Background: an optimization exercise with open tools, aiming at a short achievable clock period and few clock cycles. Do not read the settings as production practice.
The RTL was checked by simulation tests, not by an equivalence proof against the original design.
Power is estimated from default activity; no workload was simulated.

<file path="design.v">
module program_counter (
    input             clk,
    input             rst,   
    input             hold,         
    input             redirect,     
    input      [31:0] redirect_pc,
    input             learn,        
    input      [31:0] learn_pc,
    output reg [31:0] pc,
    output reg [31:0] pc_o,
    output            pred_taken,
    output     [31:0] pred_tgt
);
  reg [3:0] valid;
  reg [31:0] tag[0:3];
  reg [31:0] tgt[0:3];
  reg [1:0] victim;
  reg hit;
  reg [31:0] hit_tgt;
  integer i;
  always @(*) begin
    hit = 1'b0;
    hit_tgt = 32'b0;
    for (i = 0; i < 4; i = i + 1)
      if (valid[i] && tag[i] == pc) begin
        hit = 1'b1;
        hit_tgt = tgt[i];
      end
  end
  assign pred_taken = hit;
  assign pred_tgt = hit_tgt;
  wire [31:0] seq = hit ? hit_tgt : pc + 32'd1;
  always @(posedge clk) begin
    if (rst) begin
      pc <= 32'b0;
    end else if (redirect) begin
      pc <= redirect_pc;
    end else if (!hold) begin
      pc <= seq;
    end
  end
  always @(posedge clk) begin
    if (rst) begin
      pc_o <= 32'b0;
    end else begin
      pc_o <= (hold && !redirect) ? pc : (redirect ? redirect_pc : seq);
    end
  end
  always @(posedge clk) begin
    if (rst) begin
      valid  <= 4'b0;
      victim <= 2'd0;
    end else if (learn) begin
      valid[victim] <= 1'b1;
      victim <= victim + 1'b1;
    end
  end
  always @(posedge clk) begin
    if (learn) begin
      tag[victim] <= learn_pc;
      tgt[victim] <= redirect_pc;
    end
  end
endmodule
module decoder (
    input [31:0] instr,
    output [4:0] rs1,
    output [4:0] rs2,
    output [4:0] rd,
    output reg   use_rs1,
    output reg   use_rs2,
    output reg   wr_rd,       
    output reg   is_load,
    output reg   is_store,
    output reg   is_branch,   
    output reg   is_jal,
    output reg   is_jalr,
    output reg   is_div,      
    output reg   is_rem,
    output reg [2:0] br_cond,   
    output reg [3:0] op,        
    output reg   b_imm,         
    output reg   b_pass,        
    output [31:0] zimm,
    output [31:0] simm,
    output [31:0] boff,
    output [31:0] joff,
    output [31:0] lui_val
);
  localparam OP_ADD = 4'd0, OP_SUB = 4'd1, OP_XOR = 4'd2, OP_OR = 4'd3, OP_AND = 4'd4,
             OP_SLL = 4'd5, OP_SRL = 4'd6, OP_SLT = 4'd7, OP_SLTU = 4'd8, OP_MUL = 4'd9,
             OP_PASS = 4'd10, OP_ZERO = 4'd11;
  wire [4:0] opcode = instr[6:2];
  wire [2:0] funct3 = instr[14:12];
  wire [6:0] funct7 = instr[31:25];
  assign rs1 = instr[19:15];
  assign rs2 = instr[24:20];
  assign rd  = instr[11:7];
  assign zimm = {20'b0, instr[31:20]};
  assign simm = {20'b0, instr[31:25], instr[11:7]};
  assign boff = {{20{instr[31]}}, instr[31:25], instr[11:7]};
  assign joff = {{13{instr[31]}}, instr[30:12]};
  assign lui_val = {8'b0, instr[31:20], 12'b0};
  wire rd_nz = (rd != 5'd0);
  always @(*) begin
    use_rs1 = 0;
    use_rs2 = 0;
    wr_rd = 0;
    is_load = 0;
    is_store = 0;
    is_branch = 0;
    is_jal = 0;
    is_jalr = 0;
    is_div = 0;
    is_rem = 0;
    br_cond = 3'd0;
    op = OP_ZERO;
    b_imm = 0;
    b_pass = 0;
    case (opcode)
      5'b01100: begin
        use_rs1 = 1;
        use_rs2 = 1;
        wr_rd = rd_nz;
        if (funct7 == 7'b0000001) begin
          case (funct3)
            3'b000: op = OP_MUL;
            3'b100: begin is_div = rd_nz; wr_rd = 0; end
            3'b110: begin is_div = rd_nz; is_rem = 1; wr_rd = 0; end
            default: op = OP_ADD;
          endcase
        end else begin
          case (funct3)
            3'b000: op = (funct7 == 7'b0100000) ? OP_SUB : OP_ADD;
            3'b100: op = OP_XOR;
            3'b110: op = OP_OR;
            3'b111: op = OP_AND;
            3'b001: op = OP_SLL;
            3'b101: op = (funct7 == 7'b0100000) ? OP_ZERO : OP_SRL;
            3'b010: op = OP_SLT;
            default: op = OP_ZERO;
          endcase
        end
      end
      5'b00100: begin
        wr_rd = rd_nz;
        b_imm = 1;
        case (funct3)
          3'b000, 3'b001: begin op = OP_ADD; use_rs1 = 1; end
          3'b100: begin op = OP_XOR; use_rs1 = 1; end
          3'b011: begin op = OP_SLTU; use_rs1 = 1; end
          default: op = OP_ZERO;
        endcase
      end
      5'b00000: begin
        use_rs1 = 1;
        wr_rd = rd_nz;
        is_load = 1;
      end
      5'b01000: begin
        use_rs1 = 1;
        use_rs2 = 1;
        is_store = 1;
      end
      5'b11000: begin
        use_rs1 = 1;
        use_rs2 = 1;
        is_branch = 1;
        case (funct3)
          3'b000, 3'b010, 3'b011: br_cond = 3'd1;
          3'b001: br_cond = 3'd2;
          3'b100: br_cond = 3'd3;
          3'b101: br_cond = 3'd4;
          default: br_cond = 3'd0;
        endcase
      end
      5'b11011: begin
        is_jal = 1;
        wr_rd = rd_nz;
        op = OP_PASS;
        b_pass = 1;
      end
      5'b11001: begin
        is_jalr = 1;
        use_rs1 = 1;
        wr_rd = rd_nz;
        op = OP_PASS;
        b_pass = 1;
      end
      5'b01101: begin
        wr_rd = rd_nz;
        op = OP_PASS;
        b_pass = 1;
      end
      default: ;
    endcase
  end
endmodule
module alu (
    input  [ 3:0] op,
    input  [31:0] a,
    input  [31:0] b,
    output reg [31:0] y
);
  localparam OP_ADD = 4'd0, OP_SUB = 4'd1, OP_XOR = 4'd2, OP_OR = 4'd3, OP_AND = 4'd4,
             OP_SLL = 4'd5, OP_SRL = 4'd6, OP_SLT = 4'd7, OP_SLTU = 4'd8, OP_MUL = 4'd9,
             OP_PASS = 4'd10, OP_ZERO = 4'd11;
  wire big_shift = |b[31:5];
  always @(*) begin
    case (op)
      OP_ADD:  y = a + b;
      OP_SUB:  y = a - b;
      OP_XOR:  y = a ^ b;
      OP_OR:   y = a | b;
      OP_AND:  y = a & b;
      OP_SLL:  y = big_shift ? 32'b0 : (a << b[4:0]);
      OP_SRL:  y = big_shift ? 32'b0 : (a >> b[4:0]);
      OP_SLT:  y = {31'b0, $signed(a) < $signed(b)};
      OP_SLTU: y = {31'b0, a < b};
      OP_MUL:  y = a * b;
      OP_PASS: y = b;
      default: y = 32'b0;
    endcase
  end
endmodule
module divider (
    input             clk,
    input             rst,   
    input             start,
    input             is_rem,
    input      [31:0] abs_a,
    input      [31:0] abs_b,
    input             neg_q_in,
    input             neg_r_in,
    output reg        busy,
    output            last,
    output     [31:0] result
);
  reg [31:0] quo;    
  reg [31:0] rem;
  reg [31:0] dvs;
  reg        neg_q, neg_r, rem_op;
  reg [3:0] cnt;
  function [4:0] clz(input [31:0] v);
    integer j;
    begin
      clz = 5'd31;
      for (j = 0; j < 32; j = j + 1)
        if (v[j]) clz = 5'd31 - j;
    end
  endfunction
  wire [4:0] dz = clz(abs_b) - clz(abs_a);
  wire [2:0] ncyc_m1 = dz[4:2];                   
  wire [2:0] shq = 3'd7 - ncyc_m1;                
  wire [63:0] aligned = {32'b0, abs_a} << {shq, 2'b00};
  reg [31:0] q_s;
  reg [31:0] r_s;
  reg [32:0] diff;
  integer k;
  always @(*) begin
    q_s = quo;
    r_s = rem;
    for (k = 0; k < 4; k = k + 1) begin
      diff = {r_s, q_s[31]} - {1'b0, dvs};
      if (!diff[32]) r_s = diff[31:0];
      else r_s = {r_s[30:0], q_s[31]};
      q_s = {q_s[30:0], ~diff[32]};
    end
  end
  assign last = busy && (cnt == 4'd0);
  wire [31:0] q_fin = neg_q ? -quo : quo;
  wire [31:0] r_fin = neg_r ? -rem : rem;
  assign result = rem_op ? r_fin : q_fin;
  always @(posedge clk) begin
    if (rst) begin
      busy <= 1'b0;
      cnt  <= 4'd0;
    end else if (start) begin
      busy <= 1'b1;
      cnt  <= {1'b0, ncyc_m1} + 4'd1;
    end else if (busy) begin
      cnt  <= cnt - 1'b1;
      if (cnt == 4'd0) busy <= 1'b0;
    end
  end
  always @(posedge clk) begin
    if (start) begin
      quo    <= aligned[31:0];
      rem    <= aligned[63:32];
      dvs    <= abs_b;
      neg_q  <= neg_q_in;
      neg_r  <= neg_r_in;
      rem_op <= is_rem;
    end else if (busy && cnt != 4'd0) begin
      quo <= q_s;
      rem <= r_s;
    end
  end
endmodule
module register_file (
    input clk,
    input rst,   
    input  [ 4:0] rs1_addr,
    input  [ 4:0] rs2_addr,
    output [31:0] rs1_data,
    output [31:0] rs2_data,
    input        we_a,
    input [ 4:0] rd_a,
    input [31:0] wd_a,
    input        we_b,
    input [ 4:0] rd_b,
    input [31:0] wd_b
);
  reg [31:0] registers[1:31];
  reg [31:1] valid;
  integer i;
  function [31:0] rd_reg(input [4:0] a);
    if (a == 0) rd_reg = 32'b0;
    else if (valid[a]) rd_reg = registers[a];
    else rd_reg = (a == 5'd2) ? 32'h3FF : 32'b0;
  endfunction
  assign rs1_data = rd_reg(rs1_addr);
  assign rs2_data = rd_reg(rs2_addr);
  always @(posedge clk) begin
    for (i = 1; i < 32; i = i + 1) begin
      if (we_a && rd_a == i) registers[i] <= wd_a;
      else if (we_b && rd_b == i) registers[i] <= wd_b;
    end
  end
  always @(posedge clk) begin
    if (rst) begin
      valid <= 31'b0;
    end else begin
      for (i = 1; i < 32; i = i + 1)
        if ((we_a && rd_a == i) || (we_b && rd_b == i)) valid[i] <= 1'b1;
    end
  end
endmodule
module top (
    input wire clk,
    input wire rst,
    output wire [31:0] imem_addr,
    input  wire [31:0] imem_rdata,
    output wire [31:0] dmem_addr,
    output wire [31:0] dmem_wdata,
    output wire        dmem_we,
    input  wire [31:0] dmem_rdata
);
  reg rst_q;
  always @(posedge clk or posedge rst) begin
    if (rst) rst_q <= 1'b1;
    else rst_q <= 1'b0;
  end
  wire        hold;
  wire        redirect;
  wire        learn;
  wire [31:0] redirect_pc;
  wire [31:0] pc_f;
  wire [31:0] pc_o;
  wire        pred_taken_f;
  wire [31:0] pred_tgt_f;
  reg  [31:0] ir;
  reg  [31:0] pc_d;
  reg         valid_d;
  reg         pred_taken_d;
  reg  [31:0] pred_tgt_d;
  reg         valid_e;
  reg         wr_e;         
  reg         load_e;
  reg         div_e;        
  reg         rem_e;
  reg  [ 4:0] rd_e;
  reg  [ 3:0] op_e;
  reg  [31:0] a_e;
  reg  [31:0] b_e;
  reg         byp_a;        
  reg         byp_b;
  reg  [31:0] maddr_e;
  reg  [31:0] wdata_e;
  reg         we_e;
  reg         wr_w;
  reg  [ 4:0] rd_w;
  reg  [31:0] res_w;
  wire rst_f = rst_q && rst;
  program_counter pc_inst (
      .clk(clk),
      .rst(rst_f),
      .hold(hold),
      .redirect(redirect),
      .redirect_pc(redirect_pc),
      .learn(learn),
      .learn_pc(pc_d),
      .pc(pc_f),
      .pc_o(pc_o),
      .pred_taken(pred_taken_f),
      .pred_tgt(pred_tgt_f)
  );
  assign imem_addr = pc_o;
  wire [4:0] rs1, rs2, rd;
  wire use_rs1, use_rs2, wr_rd, is_load, is_store, is_branch, is_jal, is_jalr, is_div, is_rem;
  wire [2:0] br_cond;
  wire [3:0] op;
  wire b_imm, b_pass;
  wire [31:0] zimm, simm, boff, joff, lui_val;
  decoder decoder_inst (
      .instr(ir),
      .rs1(rs1),
      .rs2(rs2),
      .rd(rd),
      .use_rs1(use_rs1),
      .use_rs2(use_rs2),
      .wr_rd(wr_rd),
      .is_load(is_load),
      .is_store(is_store),
      .is_branch(is_branch),
      .is_jal(is_jal),
      .is_jalr(is_jalr),
      .is_div(is_div),
      .is_rem(is_rem),
      .br_cond(br_cond),
      .op(op),
      .b_imm(b_imm),
      .b_pass(b_pass),
      .zimm(zimm),
      .simm(simm),
      .boff(boff),
      .joff(joff),
      .lui_val(lui_val)
  );
  wire [31:0] rf1, rf2;
  wire [31:0] alu_y;
  wire        div_busy, div_last;
  wire [31:0] div_result;
  reg  [ 4:0] div_rd;
  reg         div_kill;
  register_file regfile_inst (
      .clk(clk),
      .rst(rst_q),
      .rs1_addr(rs1),
      .rs2_addr(rs2),
      .rs1_data(rf1),
      .rs2_data(rf2),
      .we_a(wr_w),
      .rd_a(rd_w),
      .wd_a(res_w),
      .we_b(div_last && !div_kill),
      .rd_b(div_rd),
      .wd_b(div_result)
  );
  wire e_wr = valid_e && wr_e;
  wire fe1 = e_wr && (rd_e == rs1);
  wire fe2 = e_wr && (rd_e == rs2);
  wire fw1 = wr_w && (rd_w == rs1);
  wire fw2 = wr_w && (rd_w == rs2);
  wire [31:0] rs1_v = fe1 ? alu_y : (fw1 ? res_w : rf1);
  wire [31:0] rs2_v = fe2 ? alu_y : (fw2 ? res_w : rf2);
  wire le1 = fe1 && load_e;
  wire le2 = fe2 && load_e;
  wire need1 = is_branch || is_jalr || is_load || is_store;   
  wire need2 = is_branch || is_store;                         
  wire dstart = valid_e && div_e;
  wire owe1 = (dstart && rd_e == rs1) || (div_busy && div_rd == rs1);
  wire owe2 = (dstart && rd_e == rs2) || (div_busy && div_rd == rs2);
  wire stall_d = valid_d && (
      (use_rs1 && need1 && le1) ||
      (use_rs2 && need2 && le2) ||
      (use_rs1 && rs1 != 0 && owe1) ||
      (use_rs2 && rs2 != 0 && owe2) ||
      (is_div && (dstart || (div_busy && !div_last))));
  wire fire_d = valid_d && !stall_d;
  wire eq = (rs1_v == rs2_v);
  wire lt = ($signed(rs1_v) < $signed(rs2_v));
  reg  cond;
  always @(*) begin
    case (br_cond)
      3'd1: cond = eq;
      3'd2: cond = !eq;
      3'd3: cond = lt;
      3'd4: cond = !lt;
      default: cond = 1'b0;
    endcase
  end
  wire        taken = is_jal || is_jalr || (is_branch && cond);
  wire [31:0] pc_d1 = pc_d + 32'd1;
  wire [31:0] tgt = is_jalr ? (rs1_v + zimm) : (pc_d + (is_jal ? joff : boff));
  wire mispredict = taken ? (!pred_taken_d || pred_tgt_d != tgt) : pred_taken_d;
  assign redirect = fire_d && mispredict;
  assign redirect_pc = taken ? tgt : pc_d1;
  assign learn = fire_d && is_branch && taken && boff[31] && !pred_taken_d;
  assign hold = stall_d;
  always @(posedge clk) begin
    if (rst_f) begin
      valid_d <= 1'b0;
    end else if (!stall_d) begin
      valid_d <= !redirect;
    end
  end
  always @(posedge clk) begin
    if (!stall_d) begin
      ir <= imem_rdata;
      pc_d <= pc_f;
      pred_taken_d <= pred_taken_f;
      pred_tgt_d <= pred_tgt_f;
    end
  end
  always @(posedge clk) begin
    if (rst_q) begin
      valid_e <= 1'b0;
      we_e <= 1'b0;
      div_e <= 1'b0;
    end else begin
      valid_e <= fire_d;
      we_e <= fire_d && is_store;
      div_e <= fire_d && is_div;
    end
  end
  always @(posedge clk) begin
    wr_e <= wr_rd;
    load_e <= is_load;
    rem_e <= is_rem;
    rd_e <= rd;
    op_e <= op;
    a_e <= rs1_v;
    byp_a <= le1;
    b_e <= b_pass ? ((is_jal || is_jalr) ? pc_d1 : lui_val) : (b_imm ? zimm : rs2_v);
    byp_b <= !b_pass && !b_imm && le2;
    maddr_e <= rs1_v + (is_store ? simm : zimm);
    wdata_e <= rs2_v;
  end
  assign dmem_addr = maddr_e;
  assign dmem_wdata = wdata_e;
  assign dmem_we = we_e;
  wire [31:0] a_x = byp_a ? res_w : a_e;
  wire [31:0] b_x = byp_b ? res_w : b_e;
  alu alu_inst (
      .op(op_e),
      .a (a_x),
      .b (b_x),
      .y (alu_y)
  );
  wire [31:0] abs_a = a_x[31] ? -a_x : a_x;
  wire [31:0] abs_b = b_x[31] ? -b_x : b_x;
  wire        b_zero = (b_x == 32'b0);
  wire        div_fast = b_zero || (abs_a < abs_b);
  wire [31:0] div_fast_val = rem_e ? a_x : {32{b_zero}};
  wire        dstart_slow = dstart && !div_fast;
  divider div_inst (
      .clk(clk),
      .rst(rst_q),
      .start(dstart_slow),
      .is_rem(rem_e),
      .abs_a(abs_a),
      .abs_b(abs_b),
      .neg_q_in(a_x[31] ^ b_x[31]),
      .neg_r_in(a_x[31]),
      .busy(div_busy),
      .last(div_last),
      .result(div_result)
  );
  always @(posedge clk) begin
    if (rst_q) begin
      div_kill <= 1'b0;
    end else if (dstart_slow) begin
      div_kill <= 1'b0;
    end else if (div_busy && wr_w && rd_w == div_rd) begin
      div_kill <= 1'b1;
    end
  end
  always @(posedge clk) begin
    if (dstart_slow) div_rd <= rd_e;
  end
  always @(posedge clk) begin
    if (rst_q) begin
      wr_w <= 1'b0;
    end else begin
      wr_w <= e_wr || (dstart && div_fast);
    end
  end
  always @(posedge clk) begin
    rd_w <= rd_e;
    res_w <= load_e ? dmem_rdata : (div_e ? div_fast_val : alu_y);
  end
endmodule
</file>
<file path="run.sh">
#!/bin/bash
# synth_recipe.tcl (not shown) runs the flow's synth.tcl, then flattens the netlist and writes it again
# the make line also repeats each setting of config.mk as NAME=value (left out here)
make -C /OpenROAD-flow-scripts/flow DESIGN_CONFIG=/design/flow/config.mk WORK_HOME=/design/flow/orfs CLKGATE_MAP_FILE= SYNTH_SCRIPT=/design/flow/synth_recipe.tcl finish
</file>
<file path="config.mk">
export PLATFORM = sky130hd
export DESIGN_NAME = top
export DESIGN_NICKNAME = top
export VERILOG_FILES = /design/flow/design.v
export SDC_FILE = /design/flow/constraint.sdc
export NUM_CORES = 4
export LEC_CHECK = 0
export CAP_MARGIN = 20
export CORE_MARGIN = 2
export CORE_UTILIZATION = 22
export PLACE_DENSITY = 0.3
export SLEW_MARGIN = 20
</file>
<file path="constraint.sdc">
create_clock -name core_clock -period 145.0 [get_ports {clk}]
set_input_delay 29.0000 -clock core_clock [delete_from_list [all_inputs] [get_ports {clk}]]
set_output_delay 29.0000 -clock core_clock [all_outputs]
set_load 0.01 [all_outputs]
</file>
==> out/metrics.yaml, run 1 <==
pin_count: 163
rrSetupSlack_ps: 123970
intPower_w: 0.00102
place_inst: 21054
via_per_inst: 5.64
path_max_fanout: 1
fp-row-count: 278
hold_viol: 0
tightestPinTransition_ps: 1280
power_density_mw_per_mm2: 10.9
seq_area_frac_synth: 0.390
hold_path_end: "rd_w[2]$_DFF_P_"
overflow: 0
globalRouteTotalUtil: 0.283
clock_skew_ps: 128
antenna_found_initial: 102
synth_cell_types: 106
globalplace.congestion: 0.945
routedWlPerCell_um: 39.7
total_power_w: 0.00161
wirelength_um: 855000
setup_viol: 0
p_switching_w: 0.000588
swShare: 0.365
clkPwrFrac: 0.379
timing.rr.start: "div_inst.dvs[0]$_DFFE_PP_"
crit_chain: "clkdlybuf4s50_1"
drive_gt1_frac: 0.105
finalCriticalPeriod_ps: 31020
hold_depth: 0
r2r-end: "div_inst.rem[13]$_DFFE_PP_"
cp_data_required_time_ps: 116000
clk_transition_reported_paths_ps: 60
cts_root_buffer: "clkbuf_16"
critPathArrivalTime_ps: 2020
power.share.combinational: 0.272
drcViolationCount: 0
p_leak_nw: 52.4
cts_tree: "done"
fin_crit_sh: 0.214
synthFlopType: "edfxtp_1"
clk_latency_ps: 1040
post_cts_resize_count: 0
r2r_cells: 66
ant_nets: 0
fin_util: 0.258
status: "complete, no violations"
start_util: 0.221
critPathMaxStageDelay_ps: 590
drv_cap: 0
cts_buffers: 235
finalNetCount: 14701
fmax_mhz: 32.2
cp_top_family: "buffers and inverters"
setup_tns_ps: 0
slew_viol_final: 0
hold_path_class: "register to register"
dieArea_mm2: 0.580
num-fill-cells: 61263
firstDrtPassIters: 10
yosys_warnings: 39
ir_worst_vdd_v: 0.0000194
post_cts_buffers: 0
final_cell_mix: "nand2_1, o21ai_0, edfxtp_1, nor2_1, inv_1"
dieWidth_um: 762
path_class: "register to output pin"
path_buf_inv: 1
numPortBuffers: 160
netlist_area_mm2: 0.126
slew_headroom: 0.141
grt_pass1_vias: 115535
numClockSinks: 1739
die_h_um: 762
final_cell_count_no_fill: 21539
avgSynthCellArea_um2: 9.11
num_vias: 121476
hpwl_um: 596000
worstHoldStart: "rd_e[2]$_DFF_P_"
areaGrowthSynthToFinish_pct: 16.8
synth_edf_count: 1447
pwr-share-seq: 0.349
htreeDepth: 4
rsz0062_at_grt: "false"
core_area_mm2: 0.573
whs_ps: 418
critPathSlowestCell: "clkdlybuf4s50_1"
synth_cells: 13863
final_common_cell: "nand2_1"
cp-end-kind: "output pin"
drt_iter0_drc: 17061
cp-start-kind: "register"
synth-seq-cells: 1739
cts_buffer_depth: 4
async_flop_share: 0.000575
hold_buffers: 0
grt_max_degree: 69
grt_pass1_wl_um: 1120000
-- logic make-up (layout without fill, tap and decap cells) --
| family | Yosys count | in the layout | share of synthesized area |
|---|---|---|---|
| xor+xnor | 665 | 665 | 0.0463 |
| buf+inv | 1874 | 1945 | 0.0564 |
| flops | 1739 | 1739 | 0.390 |
| other cells | 1 | 46 | 0.0000297 |
| mux | 445 | 445 | 0.0391 |
| fa+ha+maj | 902 | 902 | 0.114 |
| compound gates | 4075 | 4075 | 0.209 |
| simple gates | 4162 | 4162 | 0.145 |
-- synth_stat cells (all sizes together), types with 202 or more instances --
cell    number  area (um^2)
a21oi      575         2880
mux2i      323         3260
o21ai     1566         7840
nand4      202         1260
a221oi     312         2730
dfxtp      291         5830
xor2       208         1820
edfxtp    1447        43500
ha         485         6070
inv        714         2680
a22oi      300         2250
xnor2      455         3990
a22o       224         1960
clkbuf    1000         3750
fa         417         8350
nand2     2017         7570
nor2      1007         3780
-- state kept, by name, indices dropped and copies added, names as in the netlist, 2 cells and up --
signal	flops
div_rd	5
pc_inst.valid	4
res_w	32
rd_e	5
op_e	4
pc_inst.victim	2
pc_inst.tgt	128
div_inst.rem	32
div_inst.quo	32
regfile_inst.registers	992
pc_inst.pc	32
pc_d	32
a_e	32
pred_tgt_d	32
div_inst.dvs	32
maddr_e	32
regfile_inst.valid	31
b_e	32
div_inst.cnt	4
ir	30
pc_inst.tag	128
pc_inst.pc_o	32
wdata_e	32
rd_w	5
-- per-stage QoR --
step	setup WS (ps)	cell area, um^2
CTS	113830	147000
detailed placement	114210	140000
global placement	114160	139000
finish	113980	148000
global route	113880	147000
floorplan	115070	126000
-- how the worst max path moves through the flow --
stage | to | start | cells past startpoint | slack, ps
after floorplan | pc_inst.pc[16]$_SDFFE_PP0N_ | rst | 4 | 115070
after global placement | pc_inst.pc_o[0]$_SDFF_PP0_ | rst | 4 | 114160
after detailed placement | pc_inst.pc_o[0]$_SDFF_PP0_ | rst | 4 | 114210
after CTS | imem_addr[30] | pc_inst.pc_o[30]$_SDFF_PP0_ | 1 | 113830
after global routing | imem_addr[30] | pc_inst.pc_o[30]$_SDFF_PP0_ | 1 | 113880
final | imem_addr[8] | pc_inst.pc_o[8]$_SDFF_PP0_ | 1 | 113980
-- per-layer routing --
| layer | routed length [um] | track usage | vias up |
|---|---|---|---|
| met5 | 99 | 0 | - |
| met4 | 45100 | 0.122 | 16 |
| met3 | 72900 | 0.0575 | 1467 |
| met2 | 364000 | 0.427 | 7245 |
| met1 | 373000 | 0.390 | 62584 |
| li1 | - | - | 50164 |
-- power by group through the flow --
stage               registers, W  clock network [W]  logic (W)
floorplan               0.000564                  0   0.000240
global placement        0.000574                  0   0.000431
detailed placement      0.000574                  0   0.000429
CTS                     0.000564           0.000620   0.000432
global route            0.000564           0.000637   0.000459
finish                  0.000563           0.000610   0.000439
-- final cells by class --
| cell class | count | area [um^2] | area share |
|---|---|---|---|
| Multi-Input combinational cell | 10250 | 71800 | 0.487 |
| Sequential cell | 1739 | 49300 | 0.334 |
| Tap cell | 7560 | 9460 | 0.0641 |
| Clock buffer | 312 | 6490 | 0.0440 |
| Timing Repair Buffer | 761 | 6220 | 0.0421 |
| Inverter | 746 | 2810 | 0.0190 |
| Clock inverter | 126 | 1280 | 0.00866 |
| Antenna cell | 45 | 113 | 0.000763 |
Testbench counts, summed over its fixed seeds: cycles 38,045.
==> inputs of run 2 (changes only) <==
--- a/design.v
+++ b/design.v
@@ -4,63 +4,98 @@
     input             hold,         
     input             redirect,     
     input      [31:0] redirect_pc,
-    input             learn,        
-    input      [31:0] learn_pc,
+    input      [31:0] instr,        
+    input             lp_hit,       
+    input             lp_taken,
+    input      [31:0] lp_tgt,
     output reg [31:0] pc,
-    output reg [31:0] pc_o,
-    output            pred_taken,
-    output     [31:0] pred_tgt
+    output reg [31:0] pc_o
 );
-  reg [3:0] valid;
-  reg [31:0] tag[0:3];
-  reg [31:0] tgt[0:3];
-  reg [1:0] victim;
-  reg hit;
-  reg [31:0] hit_tgt;
-  integer i;
-  always @(*) begin
-    hit = 1'b0;
-    hit_tgt = 32'b0;
-    for (i = 0; i < 4; i = i + 1)
-      if (valid[i] && tag[i] == pc) begin
-        hit = 1'b1;
-        hit_tgt = tgt[i];
-      end
-  end
-  assign pred_taken = hit;
-  assign pred_tgt = hit_tgt;
-  wire [31:0] seq = hit ? hit_tgt : pc + 32'd1;
-  always @(posedge clk) begin
-    if (rst) begin
-      pc <= 32'b0;
-    end else if (redirect) begin
-      pc <= redirect_pc;
-    end else if (!hold) begin
-      pc <= seq;
-    end
-  end
-  always @(posedge clk) begin
-    if (rst) begin
-      pc_o <= 32'b0;
-    end else begin
-      pc_o <= (hold && !redirect) ? pc : (redirect ? redirect_pc : seq);
-    end
-  end
+  wire [31:0] np, np_o, np_r, np_o_r;
+  next_pc np_inst (
+      .pc(pc),
+      .hold(hold),
+      .redirect(redirect),
+      .redirect_pc(redirect_pc),
+      .instr(instr),
+      .lp_hit(lp_hit),
+      .lp_taken(lp_taken),
+      .lp_tgt(lp_tgt),
+      .npc(np)
+  );
+  next_pc np_o_inst (
+      .pc(pc),
+      .hold(hold),
+      .redirect(redirect),
+      .redirect_pc(redirect_pc),
+      .instr(instr),
+      .lp_hit(lp_hit),
+      .lp_taken(lp_taken),
+      .lp_tgt(lp_tgt),
+      .npc(np_o)
+  );
+  reset_gate rg_inst (
+      .rst(rst),
+      .d(np),
+      .q(np_r)
+  );
+  reset_gate rg_o_inst (
+      .rst(rst),
+      .d(np_o),
+      .q(np_o_r)
+  );
   always @(posedge clk) begin
-    if (rst) begin
-      valid  <= 4'b0;
-      victim <= 2'd0;
-    end else if (learn) begin
-      valid[victim] <= 1'b1;
-      victim <= victim + 1'b1;
-    end
+    pc <= np_r;
+    pc_o <= np_o_r;
   end
-  always @(posedge clk) begin
-    if (learn) begin
-      tag[victim] <= learn_pc;
-      tgt[victim] <= redirect_pc;
+endmodule
+module next_pc (
+    input  [31:0] pc,
+    input         hold,
+    input         redirect,
+    input  [31:0] redirect_pc,
+    input  [31:0] instr,
+    input         lp_hit,
+    input         lp_taken,
+    input  [31:0] lp_tgt,
+    output [31:0] npc
+);
+  function [9:0] add10(input [9:0] x, input [9:0] y);
+    reg [9:0] g, p, gn, pn;
+    integer i, d;
+    begin
+      g = x & y;
+      p = x ^ y;
+      for (d = 1; d < 10; d = d * 2) begin
+        gn = g;
+        pn = p;
+        for (i = d; i < 10; i = i + 1) begin
+          gn[i] = g[i] | (p[i] & g[i-d]);
+          pn[i] = p[i] & p[i-d];
+        end
+        g = gn;
+        p = pn;
+      end
+      add10 = (x ^ y) ^ {g[8:0], 1'b0};
     end
-  end
+  endfunction
+  wire [31:0] early = redirect ? redirect_pc : (hold ? pc : ((lp_hit & lp_taken) ? lp_tgt : pc + 32'd1));
+  wire go = ~redirect & ~hold & ~lp_hit;
+  wire op110 = instr[6] & instr[5] & ~instr[4];
+  wire jal = op110 & instr[3] & instr[2];                           
+  wire jr0 = op110 & instr[3] & ~instr[2] & (instr[19:15] == 5'd0);   
+  wire bbr = op110 & ~instr[3] & ~instr[2] & (instr[31] | (instr[14:12] == 3'b001));
+  wire [9:0] tgt_j = add10(pc[9:0], instr[21:12]);
+  wire [9:0] tgt_b = add10(pc[9:0], {instr[29:25], instr[11:7]});
+  assign npc[31:10] = early[31:10];
+  assign npc[9:0] = (go & jal) ? tgt_j : ((go & bbr) ? tgt_b : ((go & jr0) ? instr[29:20] : early[9:0]));
+endmodule
+module reset_gate (
+    input         rst,
+    input  [31:0] d,
+    output [31:0] q
+);
+  assign q = rst ? 32'b0 : d;
 endmodule
 module decoder (
     input [31:0] instr,
@@ -236,7 +271,7 @@
     output            last,
     output     [31:0] result
 );
-  reg [31:0] quo;    
+  reg [35:0] quo;    
   reg [31:0] rem;
   reg [31:0] dvs;
   reg        neg_q, neg_r, rem_op;
@@ -250,25 +285,42 @@
     end
   endfunction
   wire [4:0] dz = clz(abs_b) - clz(abs_a);
-  wire [2:0] ncyc_m1 = dz[4:2];                   
-  wire [2:0] shq = 3'd7 - ncyc_m1;                
-  wire [63:0] aligned = {32'b0, abs_a} << {shq, 2'b00};
-  reg [31:0] q_s;
+  reg  [2:0] ncyc_m1;                             
+  always @(*) begin
+    if (dz < 5'd6) ncyc_m1 = 3'd0;
+    else if (dz < 5'd12) ncyc_m1 = 3'd1;
+    else if (dz < 5'd18) ncyc_m1 = 3'd2;
+    else if (dz < 5'd24) ncyc_m1 = 3'd3;
+    else if (dz < 5'd30) ncyc_m1 = 3'd4;
+    else ncyc_m1 = 3'd5;
+  end
+  reg [67:0] aligned;                             
+  always @(*) begin
+    case (ncyc_m1)
+      3'd0: aligned = {36'b0, abs_a} << 30;
+      3'd1: aligned = {36'b0, abs_a} << 24;
+      3'd2: aligned = {36'b0, abs_a} << 18;
+      3'd3: aligned = {36'b0, abs_a} << 12;
+      3'd4: aligned = {36'b0, abs_a} << 6;
+      default: aligned = {36'b0, abs_a};
+    endcase
+  end
+  reg [35:0] q_s;
   reg [31:0] r_s;
   reg [32:0] diff;
   integer k;
   always @(*) begin
     q_s = quo;
     r_s = rem;
-    for (k = 0; k < 4; k = k + 1) begin
-      diff = {r_s, q_s[31]} - {1'b0, dvs};
+    for (k = 0; k < 6; k = k + 1) begin
+      diff = {r_s, q_s[35]} - {1'b0, dvs};
       if (!diff[32]) r_s = diff[31:0];
-      else r_s = {r_s[30:0], q_s[31]};
-      q_s = {q_s[30:0], ~diff[32]};
+      else r_s = {r_s[30:0], q_s[35]};
+      q_s = {q_s[34:0], ~diff[32]};
     end
   end
   assign last = busy && (cnt == 4'd0);
-  wire [31:0] q_fin = neg_q ? -quo : quo;
+  wire [31:0] q_fin = neg_q ? -quo[31:0] : quo[31:0];
   wire [31:0] r_fin = neg_r ? -rem : rem;
   assign result = rem_op ? r_fin : q_fin;
   always @(posedge clk) begin
@@ -285,8 +337,8 @@
   end
   always @(posedge clk) begin
     if (start) begin
-      quo    <= aligned[31:0];
-      rem    <= aligned[63:32];
+      quo    <= aligned[35:0];
+      rem    <= aligned[67:36];
       dvs    <= abs_b;
       neg_q  <= neg_q_in;
       neg_r  <= neg_r_in;
@@ -304,6 +356,10 @@
     input  [ 4:0] rs2_addr,
     output [31:0] rs1_data,
     output [31:0] rs2_data,
+    input  [ 4:0] rs3_addr,
+    input  [ 4:0] rs4_addr,
+    output [31:0] rs3_data,
+    output [31:0] rs4_data,
     input        we_a,
     input [ 4:0] rd_a,
     input [31:0] wd_a,
@@ -321,6 +377,8 @@
   endfunction
   assign rs1_data = rd_reg(rs1_addr);
   assign rs2_data = rd_reg(rs2_addr);
+  assign rs3_data = rd_reg(rs3_addr);
+  assign rs4_data = rd_reg(rs4_addr);
   always @(posedge clk) begin
     for (i = 1; i < 32; i = i + 1) begin
       if (we_a && rd_a == i) registers[i] <= wd_a;
@@ -353,17 +411,16 @@
   end
   wire        hold;
   wire        redirect;
-  wire        learn;
   wire [31:0] redirect_pc;
   wire [31:0] pc_f;
   wire [31:0] pc_o;
-  wire        pred_taken_f;
-  wire [31:0] pred_tgt_f;
+  wire        lp_hit;
+  wire        lp_taken;
+  wire [31:0] lp_tgt;
   reg  [31:0] ir;
   reg  [31:0] pc_d;
   reg         valid_d;
-  reg         pred_taken_d;
-  reg  [31:0] pred_tgt_d;
+  reg         lp_hit_d;     
   reg         valid_e;
   reg         wr_e;         
   reg         load_e;
@@ -388,12 +445,12 @@
       .hold(hold),
       .redirect(redirect),
       .redirect_pc(redirect_pc),
-      .learn(learn),
-      .learn_pc(pc_d),
+      .instr(imem_rdata),
+      .lp_hit(lp_hit),
+      .lp_taken(lp_taken),
+      .lp_tgt(lp_tgt),
       .pc(pc_f),
-      .pc_o(pc_o),
-      .pred_taken(pred_taken_f),
-      .pred_tgt(pred_tgt_f)
+      .pc_o(pc_o)
   );
   assign imem_addr = pc_o;
   wire [4:0] rs1, rs2, rd;
@@ -427,7 +484,8 @@
       .joff(joff),
       .lui_val(lui_val)
   );
-  wire [31:0] rf1, rf2;
+  wire [31:0] rf1, rf2, rf3, rf4;
+  wire [4:0]  lp_rs1, lp_rs2;
   wire [31:0] alu_y;
   wire        div_busy, div_last;
   wire [31:0] div_result;
@@ -440,6 +498,10 @@
       .rs2_addr(rs2),
       .rs1_data(rf1),
       .rs2_data(rf2),
+      .rs3_addr(lp_rs1),
+      .rs4_addr(lp_rs2),
+      .rs3_data(rf3),
+      .rs4_data(rf4),
       .we_a(wr_w),
       .rd_a(rd_w),
       .wd_a(res_w),
@@ -483,11 +545,69 @@
   wire        taken = is_jal || is_jalr || (is_branch && cond);
   wire [31:0] pc_d1 = pc_d + 32'd1;
   wire [31:0] tgt = is_jalr ? (rs1_v + zimm) : (pc_d + (is_jal ? joff : boff));
-  wire mispredict = taken ? (!pred_taken_d || pred_tgt_d != tgt) : pred_taken_d;
+  wire [31:0] next_d = taken ? tgt : pc_d1;
+  wire mispredict = (next_d != pc_f);
   assign redirect = fire_d && mispredict;
-  assign redirect_pc = taken ? tgt : pc_d1;
-  assign learn = fire_d && is_branch && taken && boff[31] && !pred_taken_d;
+  assign redirect_pc = next_d;
   assign hold = stall_d;
+  reg  [1:0]  lb_valid;
+  reg  [31:0] lb_pc  [0:1];
+  reg  [4:0]  lb_r1  [0:1];
+  reg  [4:0]  lb_r2  [0:1];
+  reg  [2:0]  lb_cond[0:1];
+  reg  [31:0] lb_tgt [0:1];
+  reg         lb_victim;
+  wire lb_hit0 = lb_valid[0] && (lb_pc[0] == pc_f);
+  wire lb_hit1 = lb_valid[1] && (lb_pc[1] == pc_f);
+  wire lb_sel = lb_hit1;
+  assign lp_rs1 = lb_sel ? lb_r1[1] : lb_r1[0];
+  assign lp_rs2 = lb_sel ? lb_r2[1] : lb_r2[0];
+  wire [2:0] lp_cond = lb_sel ? lb_cond[1] : lb_cond[0];
+  assign lp_tgt = lb_sel ? lb_tgt[1] : lb_tgt[0];
+  wire d_add = (op == 4'd0) && !b_pass && !le1 && !(le2 && !b_imm);
+  wire [31:0] d_val = rs1_v + (b_imm ? zimm : rs2_v);
+  function [32:0] lp_value(input [4:0] r, input [31:0] rf);
+    if (valid_d && (wr_rd || is_div) && rd == r) lp_value = {d_add && !is_div, d_val};
+    else if (valid_e && (wr_e || div_e) && rd_e == r) lp_value = {!load_e && !div_e, alu_y};
+    else if (wr_w && rd_w == r) lp_value = {1'b1, res_w};
+    else if (div_busy && div_rd == r) lp_value = {1'b0, rf};
+    else lp_value = {1'b1, rf};
+  endfunction
+  wire [32:0] lpv1 = lp_value(lp_rs1, rf3);
+  wire [32:0] lpv2 = lp_value(lp_rs2, rf4);
+  wire lp_eq = (lpv1[31:0] == lpv2[31:0]);
+  wire lp_lt = ($signed(lpv1[31:0]) < $signed(lpv2[31:0]));
+  reg  lp_c;
+  always @(*) begin
+    case (lp_cond)
+      3'd1: lp_c = lp_eq;
+      3'd2: lp_c = !lp_eq;
+      3'd3: lp_c = lp_lt;
+      3'd4: lp_c = !lp_lt;
+      default: lp_c = 1'b0;
+    endcase
+  end
+  assign lp_hit = (lb_hit0 || lb_hit1) && lpv1[32] && lpv2[32];
+  assign lp_taken = lp_c;
+  wire lb_learn = fire_d && is_branch && boff[31] && !lp_hit_d;
+  always @(posedge clk) begin
+    if (rst_q) begin
+      lb_valid <= 2'b0;
+      lb_victim <= 1'b0;
+    end else if (lb_learn) begin
+      lb_valid[lb_victim] <= 1'b1;
+      lb_victim <= !lb_victim;
+    end
+  end
+  always @(posedge clk) begin
+    if (lb_learn) begin
+      lb_pc[lb_victim] <= pc_d;
+      lb_r1[lb_victim] <= rs1;
+      lb_r2[lb_victim] <= rs2;
+      lb_cond[lb_victim] <= br_cond;
+      lb_tgt[lb_victim] <= tgt;
+    end
+  end
   always @(posedge clk) begin
     if (rst_f) begin
       valid_d <= 1'b0;
@@ -499,8 +619,7 @@
     if (!stall_d) begin
       ir <= imem_rdata;
       pc_d <= pc_f;
-      pred_taken_d <= pred_taken_f;
-      pred_tgt_d <= pred_tgt_f;
+      lp_hit_d <= lp_hit;
     end
   end
   always @(posedge clk) begin
--- a/config.mk
+++ b/config.mk
@@ -5,8 +5,8 @@
 export SDC_FILE = /design/flow/constraint.sdc
 export NUM_CORES = 4
 export LEC_CHECK = 0
-export CAP_MARGIN = 20
+export CAP_MARGIN = 40
 export CORE_MARGIN = 2
 export CORE_UTILIZATION = 22
 export PLACE_DENSITY = 0.3
-export SLEW_MARGIN = 20
+export SLEW_MARGIN = 40
==> run 2 against run 1 <==
Worst hold slack better by 53 ps; clock-buffer cell count is 39 lower; global-route usage is 7.7 points higher; fmax is 3.2% lower; sequential power is 8.5% lower; critical endpoint is now div_inst.rem[3]$_DFFE_PP_; critical path type is now register to register; sequential share of layout area is 6.7 points lower.
==> out/metrics.yaml, run 2 <==
setup_tns_ps: 0  # unchanged
fp-row-count: 294  # +5.8%
largest_reg_flops: 992  # unchanged
top_regs: "regfile_inst.registers x992, lb_pc x64, lb_tgt x64"
stdcell_area_mm2: 0.167  # +13%
tightestPinTransition_ps: 1070  # -217 ps
synth-seq-cells: 1574  # -9.5%
dieWidth_um: 805  # +5.7%
synthFlopType: "edfxtp_1"
globalRouteTotalUtil: 0.360  # +0.0772
hpwl_um: 852000  # +43%
p_switching_w: 0.000774  # +32%
final_common_cell: "nand2_1"
place_inst: 24940  # +18%
r2r-end: "div_inst.rem[3]$_DFFE_PP_"
synth_most_common_cell: "nand2_1"
post_cts_buffers: 0  # unchanged
numPortBuffers: 160  # unchanged
firstDrtPassIters: 14  # +4
hold_path_end: "lb_valid[1]$_SDFFE_PP0P_"
worstHoldStart: "lb_valid[1]$_SDFFE_PP0P_"
total_power_w: 0.00180  # +11%
num-fill-cells: 69191  # +13%
drcViolationCount: 0  # unchanged
power.share.combinational: 0.394  # +0.122
intPower_w: 0.00102  # -0.26%
num_vias: 158965  # +31%
yosys_warnings: 40  # +2.6%
core_area_mm2: 0.640  # +12%
hold_path_class: "register to register"
slew_headroom: 0.287  # +0.146
wirelength_um: 1220000  # +42%
cp_data_required_time_ps: 145730  # +29730 ps
finalNetCount: 17709  # +20%
swShare: 0.431  # +0.0664
power_density_mw_per_mm2: 10.7  # -1.8%
overflow: 0  # unchanged
globalplace.congestion: 1.04  # +10%
async_flop_share: 0.000635  # +0.0000603
p_leak_nw: 59.2  # +13%
cp-end-kind: "register"
drive_gt1_frac: 0.123  # +0.0181
synth_cells: 16597  # +20%
netlist_area_mm2: 0.141  # +12%
critPathArrivalTime_ps: 32790  # +30770 ps
ys_top_cells_by_count: "nand2_1, o21ai_0, edfxtp_1"
htreeDepth: 4  # unchanged
areaGrowthSynthToFinish_pct: 18.4
grt_pass1_wl_um: 1560000  # +39%
cpMostUsedCell: "a21oi_1"
via_per_inst: 6.23  # +11%
clkPwrFrac: 0.319  # -0.060
ir_worst_vdd_v: 0.0000317  # +63%
clk_transition_reported_paths_ps: 60  # about the same
pwr-share-seq: 0.286  # -0.063
start_util: 0.221  # about the same
drt_iter0_drc: 26968  # +58%
final_cell_mix: "nand2_1, o21ai_0, edfxtp_1, nor2_1, a22oi_1"
setup_viol: 0  # unchanged
r2r_cells: 108  # +64%
path_class: "register to register"
postPlaceCellArea_mm2: 0.160  # +14%
rsz0062_at_grt: "false"
synth_cell_types: 115  # +8.5%
avgSynthCellArea_um2: 8.51  # -6.6%
cp-start-kind: "register"
synth_edf_count: 1317  # -9.0%
fmax_mhz: 31.2  # -3.2%
drv_cap: 0  # unchanged
status: "complete, no violations"
critPathSlowestCell: "edfxtp_1"
yosysTopAreaCellShare: 0.280  # -0.0641
synth.area.top_cells: "edfxtp_1, nand2_1, fa_1"
synth_top_area_cell: "edfxtp_1"
die_h_um: 805  # +5.7%
clk_latency_ps: 1080  # +40 ps
cts_buffers: 214  # -8.9%
post_cts_resize_count: 0  # unchanged
antenna_found_initial: 183  # +79%
grt_max_degree: 73  # +5.8%
routedWlPerCell_um: 47.7  # +20%
timing.rr.start: "div_inst.dvs[1]$_DFFE_PP_"
hold_viol: 0  # unchanged
cts_root_buffer: "clkbuf_16"
hold_buffers: 0  # unchanged
cts_tree: "done"
dieArea_mm2: 0.649  # +12%
final_cell_count_no_fill: 25497  # +18%
slew_viol_final: 0  # unchanged
cts_buffer_depth: 4  # unchanged
path_max_fanout: 36  # +35
fin_crit_sh: 0.221  # +0.00719
top_register: "regfile_inst.registers"
pin_count: 163  # unchanged
clock_skew_ps: 135  # +7.11 ps
hold_depth: 1  # +1
ant_nets: 0  # unchanged
critPathMaxStageDelay_ps: 790  # +200 ps
numClockSinks: 1574  # -9.5%
grt_pass1_vias: 147515  # +28%
seq_area_frac_synth: 0.316  # -0.0739
finalCriticalPeriod_ps: 32060  # +1040 ps
rrSetupSlack_ps: 112940  # -11030 ps
## run 2: logic make-up (layout without fill, tap and decap cells)
kind of cell    count (synthesis)  in the layout  share of synthesized area
mux                           490            490                     0.0405
fa+ha+maj                    1062           1062                      0.117
other cells                     1            155                  0.0000265
xor+xnor                      730            730                     0.0455
flops                        1574           1574                      0.316
buf+inv                      2249           2411                     0.0607
simple gates                 4895           4895                      0.154
compound gates               5596           5596                      0.267
## run 2: metrics by stage
stage	util	worst slack, ps	hold slack (ps)
after floorplan	-	113640	345
after global placement	0.248	111800	453
after detailed placement	0.249	112220	460
after CTS	0.260	112090	473
after global routing	0.261	110780	509
final	0.261	112940	471
## run 2: metal layers
metal,up-vias,track usage,routed length [um],part of all wire
met5,-,0.00424,848,0.00070
met4,70,0.222,92600,0.076
met3,3662,0.124,131000,0.11
met2,12440,0.512,494000,0.41
met1,81041,0.464,498000,0.41
li1,61752,-,-,-
## run 2: worst max-delay path by stage
| stage | from | to | slack, ps | cells after the start |
|---|---|---|---|---|
| 2_1_floorplan | imem_rdata[8] | pc_inst.pc_o[9]$_SDFFE_PP0P_ | 113640 | 16 |
| 3_3_place_gp | div_inst.dvs[1]$_DFFE_PP_ | div_inst.rem[3]$_DFFE_PP_ | 111800 | 108 |
| 3_5_place_dp | div_inst.dvs[1]$_DFFE_PP_ | div_inst.rem[3]$_DFFE_PP_ | 112220 | 104 |
| 4_1_cts | div_inst.dvs[1]$_DFFE_PP_ | div_inst.rem[25]$_DFFE_PP_ | 112090 | 104 |
| 5_1_grt | div_inst.dvs[1]$_DFFE_PP_ | div_inst.rem[4]$_DFFE_PP_ | 110780 | 104 |
| 6_report | div_inst.dvs[1]$_DFFE_PP_ | div_inst.rem[3]$_DFFE_PP_ | 112940 | 108 |
## run 2: layout make-up
type                    instances  area, um^2  share of cell area
repair buffers               1117        9500              0.0568
clock inverters               121        1380             0.00824
clock buffers                 273        5720              0.0342
multi-input cells           12774       91400               0.547
well taps                    8584       10700              0.0642
diodes                        154         385             0.00230
flip-flops and latches       1574       44800               0.268
inverters                     900        3390              0.0202
## run 2: worst max-delay path: cells and delay by family, from the launching register on
kind	cells	cell delay (ps)
AO/OA/AOI/OAI	63	19600
XOR/XNOR	5	1320
adder cells (fa/ha/maj)	6	2040
buffers and inverters	8	2640
flip-flops	1	790
multiplexers	1	360
AND/OR/NAND/NOR	25	4680
## run 2: power groups by stage
stage               clock (W)  sequential [W]  combinational, W
floorplan                   0        0.000516          0.000357
global placement            0        0.000524          0.000684
detailed placement          0        0.000524          0.000685
CTS                  0.000580        0.000514          0.000689
global route         0.000594        0.000515          0.000739
finish               0.000573        0.000515          0.000708
Testbench counts of run 2, summed over its fixed seeds: cycles 36,545.
==> inputs of run 3 (changes only) <==
==> flow/run.sh (new file) <==
#!/bin/bash
# Own layout flow: the standard flow, except that after placement the
# buffers buffer_ports put on the I/O ports (the smallest delay buffer) are
# replaced with sky130_fd_sc_hd__buf_4 and the placement is legalized again.
# Each tool's output goes to its own log in the work folder.
set -euo pipefail
RES=orfs/results/$FLOW_PLATFORM/top/base
bash standard.sh synth floorplan place > std_place.log 2>&1
PLACE_ODB=$RES/3_place.odb PLACE_SDC=$RES/3_place.sdc \
  LIB=$FLOW_HOME/platforms/sky130hd/lib/sky130_fd_sc_hd__tt_025C_1v80.lib \
  PORT_BUF=sky130_fd_sc_hd__buf_4 \
  openroad -no_init -exit flow/ports.tcl > ports.log 2>&1
bash standard.sh finish > std_finish.log 2>&1
test -f out/final.def
==> flow/ports.tcl (new file) <==
# Upsize the buffers that buffer_ports put on the I/O ports (the standard flow
# leaves the smallest delay buffer there), then legalize the placement again.
set odb $::env(PLACE_ODB)
read_liberty $::env(LIB)
read_db $odb
read_sdc $::env(PLACE_SDC)
set n 0
foreach inst [get_cells {input* output*}] {
  set m [get_property [get_lib_cells -of_objects $inst] name]
  if {[string match "sky130_fd_sc_hd__clkdlybuf*" $m] || [string match "sky130_fd_sc_hd__buf_*" $m] || [string match "sky130_fd_sc_hd__clkbuf_*" $m] || [string match "sky130_fd_sc_hd__dlygate*" $m]} {
    replace_cell $inst $::env(PORT_BUF)
    incr n
  }
}
puts "ports.tcl: replaced $n port buffers with $::env(PORT_BUF)"
detailed_placement
check_placement -verbose
write_db $odb
==> standard.sh (new file) <==
#!/bin/bash
# synth_recipe.tcl (not shown) runs the flow's synth.tcl, then flattens the netlist and writes it again
# the make line also repeats each setting of config.mk as NAME=value (left out here)
make -C /OpenROAD-flow-scripts/flow DESIGN_CONFIG=/design/flow/config.mk WORK_HOME=/design/flow/orfs CLKGATE_MAP_FILE= SYNTH_SCRIPT=/design/flow/synth_recipe.tcl "${@:-finish}"
--- a/config.mk
+++ b/config.mk
@@ -5,8 +5,9 @@
 export SDC_FILE = /design/flow/constraint.sdc
 export NUM_CORES = 4
 export LEC_CHECK = 0
-export CAP_MARGIN = 40
+export CAP_MARGIN = 20
 export CORE_MARGIN = 2
 export CORE_UTILIZATION = 22
 export PLACE_DENSITY = 0.3
-export SLEW_MARGIN = 40
+export SLEW_MARGIN = 20
+export SYNTH_HIERARCHICAL = 1
removed: run.sh
==> run 3 against run 2 <==
The layout now fails its checks (capacitance limit); synthesized cell count down 3.0%; critical path depth fell by 107; worst setup slack better by 1600 ps; clock skew fell by 3.7 ps; combinational power down 35%; cell count decreased by 0.79%; register-to-register slack better by 6000 ps; synthesized area grew 6.5%; core utilization is 0.55 points lower; sequential power is 2% higher; worst hold slack gained 3.5 ps.
==> out/metrics.yaml, run 3 <==
clk_latency_ps: 1080  # about the same
slew_viol_final: 2  # +2
drive_gt1_frac: 0.195  # +0.0724
drv_cap: 1  # +1
drcViolationCount: 0  # unchanged
fmax_mhz: 32.8  # +5.3%
fp-row-count: 303  # +3.1%
post_cts_buffers: 0  # unchanged
top_register: "regfile_inst.registers"
cts_root_buffer: "clkbuf_16"
antenna_found_initial: 165  # -9.8%
htreeDepth: 4  # unchanged
ant_nets: 0  # unchanged
wl_met2_um: 482000  # -2.4%
cts_buffers: 225  # +5.1%
cp-start-kind: "register"
globalRouteTotalUtil: 0.320  # -0.0399
slew_headroom: -0.0327  # -0.320
path_max_fanout: 1  # -97%
finalNetCount: 17157  # -3.1%
highest_layer: "met5"
cts_tree: "done"
crit_chain: "buf_4"
stdcell_area_mm2: 0.174  # +4.1%
hold_path_class: "register to register"
ir_worst_vdd_v: 0.0000271  # -15%
final_common_cell: "edfxtp_1"
die_h_um: 831  # +3.2%
hold_buffers: 0  # unchanged
yosys_warnings: 46  # +15%
pin_count: 163  # unchanged
p_leak_nw: 62.7  # +6.1%
drt_iter0_drc: 25919  # -3.9%
critPathMaxStageDelay_ps: 340  # -450 ps
clk_transition_reported_paths_ps: 60  # about the same
drt-met1-wl_um: 466000  # -6.3%
numClockSinks: 1606  # +2.0%
whs_ps: 475  # +3.54 ps
cp_top_family: "flip-flops"
status: "complete, but fails checks"
grt_pass1_wl_um: 1490000  # -4.2%
dieWidth_um: 831  # +3.2%
firstDrtPassIters: 12  # -2
setup_tns_ps: 0  # unchanged
start_util: 0.221  # +0.000279
core_area_mm2: 0.681  # +6.3%
synth_cells: 16097  # -3.0%
final_cell_mix: "edfxtp_1, mux2_2, nor2_1, buf_4, nand2_1"
top_regs: "regfile_inst.registers x992, lb_pc x64, lb_tgt x64"
areaGrowthSynthToFinish_pct: 15.8
met3WireLength_um: 128000  # -2.4%
post_cts_resize_count: 0  # unchanged
setup_viol: 0  # unchanged
via_per_inst: 6.23  # about the same
dieArea_mm2: 0.690  # +6.4%
num_vias: 157595  # -0.86%
wirelength_um: 1160000  # -4.8%
so.violations: "capacitance limit"
rsz0062_at_grt: "false"
grt_pass1_vias: 146013  # -1.0%
cts_buffer_depth: 4  # unchanged
netlist_area_mm2: 0.150  # +6.5%
tightestPinTransition_ps: 1550  # +480 ps
hpwl_um: 778000  # -8.6%
globalplace.congestion: 0.980  # -6.1%
cp-end-kind: "output pin"
grt_max_degree: 69  # -5.5%
path_buf_inv: 1  # -7
path_class: "register to output pin"
cp_data_required_time_ps: 116000  # -29730 ps
fin_crit_sh: 0.210  # -0.0111
critPathSlowestCell: "dfxtp_1"
finalCriticalPeriod_ps: 30450  # -1620 ps
clock_skew_ps: 131  # -3.67 ps
avgSynthCellArea_um2: 9.34  # +9.8%
largest_reg_flops: 992  # unchanged
hold_viol: 0  # unchanged
overflow: 0  # unchanged
routedWlPerCell_um: 45.8  # -4.0%
critPathArrivalTime_ps: 1450  # -31340 ps
power_density_mw_per_mm2: 9.02  # -16%
numPortBuffers: 160  # unchanged
postPlaceCellArea_mm2: 0.167  # +4.4%
[run 3: per-layer routing]
| metal | GRT usage | vias to the layer above |
|---|---|---|
| met5 | 0.0198 | - |
| met4 | 0.175 | 74 |
| met3 | 0.118 | 3917 |
| met2 | 0.469 | 12227 |
| met1 | 0.404 | 80487 |
| li1 | - | 60890 |
[run 3: worst paths after layout]
path                                            from  slack [ps]  cells after the start                         end
max in group asynchronous                        rst      116970                      2             rst_q$_DFF_PP1_
hold reg to reg                      rd_e[0]$_DFF_P_         470                      0             rd_w[0]$_DFF_P_
setup reg to reg           div_inst.dvs[1]$_DFFE_PP_      118890                     84  div_inst.rem[18]$_DFFE_PP_
hold / removal                       rd_e[0]$_DFF_P_         470                      0             rd_w[0]$_DFF_P_
min in group asynchronous                        rst       28010                      2             rst_q$_DFF_PP1_
setup / recovery             pc_inst.pc_o[5]$_DFF_P_      114550                      1                imem_addr[5]
[run 3: layout make-up]
class / instances / area [um^2]
Antenna cell: 142 / 355
Clock buffer: 282 / 6010
Fill cell: 73434 / 507000
Timing Repair Buffer: 1005 / 7760
Clock inverter: 138 / 1400
Tap cell: 8997 / 11300
Multi-Input combinational cell: 12226 / 98600
Sequential cell: 1606 / 45400
Inverter: 899 / 3380
[run 3: report_power, final]
group	internal, W	switching [W]
Sequential	0.000508	0.0000155
Combinational	0.000126	0.000334
Clock	0.000330	0.000258
Total	0.000964	0.000607
[run 3: stage by stage]
step / std cells / power, W / setup WS (ps) / utilization
after CTS: 25149 / 0.00157 / 114450 / 0.255
after floorplan: 16156 / 0.000765 / 114200 / -
after global placement: 24719 / 0.000984 / 113090 / 0.244
final: 25295 / 0.00157 / 114550 / 0.256
after global routing: 25171 / 0.00161 / 114420 / 0.255
after detailed placement: 24729 / 0.000981 / 113120 / 0.245

[static timing again, ports no longer ideal]
The flow's constraints put no driver on any port. The routed layouts listed below were extracted and timed again, unchanged, in two steps.
Step 1 sets driving cells, clkbuf_16 on the clock port and buf_2 on the other inputs (assumed; they add their load-dependent delay and slew).
Step 2 adds t to the input delays and takes it off the output delays; t is the mean of the earliest and latest rising clock arrival at the registers after step 1. Input paths then give back, and output paths get back, about the clock's delay inside the block.
Three values: ideal ports, drivers, drivers and shift; two values: the first two.
run | t, ns | slack for setup (ns) | hold WS [ns] | latest minus earliest clock arrival (ns) | pins driven straight from the clock port
run 1 | 1.106 | 113.977 / 113.845 / 114.282 | 0.418 / 0.418 / 0.418 | 0.135 / 0.135 | 1
run 2 | 1.131 | 112.935 / 112.935 / 112.634 | 0.471 / 0.471 / 0.471 | 0.154 / 0.153 | 1
run 3 | 1.144 | 114.551 / 114.410 / 113.608 | 0.475 / 0.475 / 0.475 | 0.146 / 0.146 | 1
For run 3, which loses most, drivers alone change the setup slack by -0.141 ns; drivers and shift together by -0.943 ns.
